This is an optimization exercise on Yosys and OpenROAD, whose aim is small area, not a production implementation. RTL that was checked went through simulation tests only; none was proved equivalent to the original. Power figures rest on the tool's default switching activity, not on a simulated workload.

==> inputs of job 1378 <==
// top
module top (
    input  logic clk_27mhz,
    input  logic reset_n,
    output logic [3:0] keypad_cols,
    input  logic [3:0] keypad_rows,
    input  logic btn_div,
    input  logic btn_quot,
    input  logic btn_rem,
    input  logic btn_clear,
    output logic [7:0] segmentos_out,
    output logic [3:0] anodos_out
);
    localparam int          SN      = 12;
    localparam logic [SN-1:0] SC_TAPS = 12'd2179;
    localparam logic [SN-1:0] SC_X    = 12'd1634;
    localparam logic [SN-1:0] SC_S0   = 12'd3268;
    logic          sc_pressed;
    logic [SN-1:0] sc_t;
    logic [1:0]    col;    
    wire any_row_low = ~&keypad_rows;
    wire sc_end = (sc_t == SC_X);
    wire sc_fb  = (^(sc_t & SC_TAPS)) ^ sc_end;
    always_ff @(posedge clk_27mhz or negedge reset_n) begin
        if (!reset_n) begin
            sc_pressed <= 1'b0;
            sc_t       <= SC_S0;
            col        <= '0;
        end else if (!sc_pressed) begin
            sc_t <= {sc_t[SN-2:0], sc_fb};
            if (sc_end) col <= {col[0], ~col[1]};
            if (any_row_low) sc_pressed <= 1'b1;
        end else if (!any_row_low) begin
            sc_pressed <= 1'b0;
        end
    end
    always_comb begin
        case (col)
            2'b00:   keypad_cols = 4'b1110;
            2'b01:   keypad_cols = 4'b1101;
            2'b11:   keypad_cols = 4'b1011;
            default: keypad_cols = 4'b0111;
        endcase
    end
    localparam int          DN      = 20;
    localparam logic [DN-1:0] DB_TAPS = 20'd524292;
    localparam logic [DN-1:0] DB_L    = 20'd0;
    localparam logic [DN-1:0] DB_T    = 20'd380236;
    logic          db_wait, db_level;
    logic [DN-1:0] db_q;
    wire db_diff = sc_pressed ^ db_level;
    wire db_done = (db_q == DB_T);
    wire tick    = db_wait & db_diff & db_done;
    always_ff @(posedge clk_27mhz or negedge reset_n) begin
        if (!reset_n) begin
            db_wait  <= 1'b0;
            db_level <= 1'b0;
        end else begin
  ...
clock: 10.0 ns
lec_check: 0
cap_margin: 20
core_margin: 2
core_utilization: 85
slew_margin: 20
standard.sh (not shown) runs the stock make flow with config.mk's settings and CLKGATE_MAP_FILE= SYNTH_SCRIPT=/design/flow/synth_recipe.tcl, a recipe that flattens the netlist after the stock synthesis.
==> flow/flow/run.sh <==
#!/bin/bash
# Layout flow: the standard synthesis, its combinational logic re-mapped by
# ABC for area (flip-flops untouched, checked equivalent), then the standard
# ORFS floorplan-to-finish with smaller port buffers and a leaner clock tree.
set -euo pipefail
HERE=$(pwd)
R=$HERE/orfs/results/$FLOW_PLATFORM/top/base
LIB=$FLOW_HOME/platforms/sky130hd/lib/sky130_fd_sc_hd__tt_025C_1v80.lib

bash standard.sh synth > log_1_synth.txt 2>&1

cp "$R/1_2_yosys.v" "$HERE/synth_std.v"
for f in reabc check equiv; do
  sed -e "s|@LIB@|$LIB|g" -e "s|@IN@|$HERE/synth_std.v|g" -e "s|@OUT@|$HERE/synth_area.v|g" \
      -e "s|@ABC@|$HERE/flow/area.abc|g" -e "s|@STAT@|$HERE/synth_area_stat.txt|g" -e "s|@HERE@|$HERE|g" \
      "flow/$f.ys" > "$HERE/$f.ys"
done
if yosys -s "$HERE/reabc.ys" > log_2_reabc.txt 2>&1 &&
   yosys -s "$HERE/check.ys" > log_3_check.txt 2>&1 &&
   python3 flow/cutff.py "$HERE/synth_std.v" "$HERE/cut_std.v" 2> log_4_cut.txt &&
   python3 flow/cutff.py "$HERE/synth_area.v" "$HERE/cut_area.v" 2>> log_4_cut.txt &&
   yosys -s "$HERE/equiv.ys" > log_5_equiv.txt 2>&1; then
  echo "using the re-mapped netlist" > netlist_choice.txt
  cp "$HERE/synth_area.v" "$R/1_2_yosys.v"
  rm -f "$R/1_synth.odb" "$R/1_synth.sdc"
else
  echo "re-mapping failed; using the standard netlist" > netlist_choice.txt
fi

bash standard.sh \
  "BUFFER_PORTS_ARGS=-buffer_cell sky130_fd_sc_hd__buf_1" \
  "CTS_ARGS=$(cat flow/cts_args.txt)" \
  finish > log_6_finish.txt 2>&1
Other scripts of this flow, unchanged in this note and not shown: flow/flow/area.abc, flow/flow/check.ys, flow/flow/cts_args.txt, flow/flow/cutff.py, flow/flow/equiv.ys, flow/flow/reabc.ys
==> job 2575: changes against job 1378 <==
--- a/flow/design.v
+++ b/flow/design.v
@@ -95,31 +95,31 @@
             key_val   <= cur_val;
         end
     end
     wire       kd = tick & db_level & key_valid;
     wire [3:0] dv = key_val;
-    logic       s_div, s_quot, s_rem, s_clr;
-    logic [2:0] e_div, e_quot, e_rem, e_clr;
-    always_ff @(posedge clk_27mhz or negedge reset_n) begin
-        if (!reset_n) begin
-            s_div <= 1'b1;  s_quot <= 1'b1;  s_rem <= 1'b1;  s_clr <= 1'b1;
-            e_div <= 3'b0;  e_quot <= 3'b0;  e_rem <= 3'b0;  e_clr <= 3'b0;
-        end else begin
-            s_div  <= btn_div;
-            s_quot <= btn_quot;
-            s_rem  <= btn_rem;
-            s_clr  <= btn_clear;
-            e_div  <= {e_div[1:0],  s_div  & ~btn_div};
-            e_quot <= {e_quot[1:0], s_quot & ~btn_quot};
-            e_rem  <= {e_rem[1:0],  s_rem  & ~btn_rem};
-            e_clr  <= {e_clr[1:0],  s_clr  & ~btn_clear};
-        end
-    end
-    wire opd = e_div[2];
-    wire opq = e_quot[2];
-    wire opr = e_rem[2];
-    wire opc = e_clr[2];
+    logic [2:0] s_div, s_quot, s_rem, s_clr;
+    logic p_div, p_quot, p_rem, p_clr;
+    always_ff @(posedge clk_27mhz or negedge reset_n) begin
+        if (!reset_n) begin
+            s_div <= 3'b111; s_quot <= 3'b111; s_rem <= 3'b111; s_clr <= 3'b111;
+            p_div <= 1'b1;   p_quot <= 1'b1;   p_rem <= 1'b1;   p_clr <= 1'b1;
+        end else begin
+            s_div  <= {s_div[1:0],  btn_div};
+            s_quot <= {s_quot[1:0], btn_quot};
+            s_rem  <= {s_rem[1:0],  btn_rem};
+            s_clr  <= {s_clr[1:0],  btn_clear};
+            p_div  <= s_div[2];
+            p_quot <= s_quot[2];
+            p_rem  <= s_rem[2];
+            p_clr  <= s_clr[2];
+        end
+    end
+    wire opd = p_div  & ~s_div[2];
+    wire opq = p_quot & ~s_quot[2];
+    wire opr = p_rem  & ~s_rem[2];
+    wire opc = p_clr  & ~s_clr[2];
     typedef enum logic [2:0] {
         IDLE, NUM1, NUM2, CALC_Q, CALC_R, SHOW_Q, SHOW_R, SHOW_E
     } state_t;
     state_t st;
     logic [15:0] sr;        
- CORE_UTILIZATION: 85 -> 75
==> summary of the runs <==
In job 1378 the setup slack is better than in job 2575, by 460 ps. Critical path depth: job 1378 is lower than job 2575 (5). Of job 1378 and job 2575, job 1378 has the higher fmax (gap about 8%, measured against job 2575). In job 1378 the total power is higher than in job 2575, by 3.9%. In job 2575 the utilization is lower than in job 1378, by 9.6 points. In job 1378 the worst hold slack is higher than in job 2575, by 11 ps. Of job 1378 and job 2575, job 2575 has the higher non-clock buffer count (gap 1). In job 2575 the sequential share of layout area is higher than in job 1378, by 0.76 points. Against job 2575, the via count of job 1378 is higher by about 17%.
Only the layout flow was run in job 1378; the RTL was not checked for function there.

==> port drivers added, routing unchanged <==
The flow's constraints put no driver on any port. The routed layouts listed below were extracted and timed again, unchanged, in two steps. Step 1 assumes that a clkbuf_16 drives the clock port and a buf_2 every other input. Step 2 times the ports against the registers' clock, not the clock port: input delays grow and output delays shrink by t, the midpoint of the rising clock arrivals with the driver on. Slacks: ideal ports / drivers / drivers and shift; pairs: ideal ports / drivers.
run	shift t [ns]	setup WS [ns]	hold slack, ns
job 1378	0.393	4.318 / 4.289 / 4.683	0.360 / 0.360 / 0.360
job 2575	0.374	3.856 / 3.827 / 4.201	0.349 / 0.349 / 0.349
After both steps every run listed still meets setup and hold.
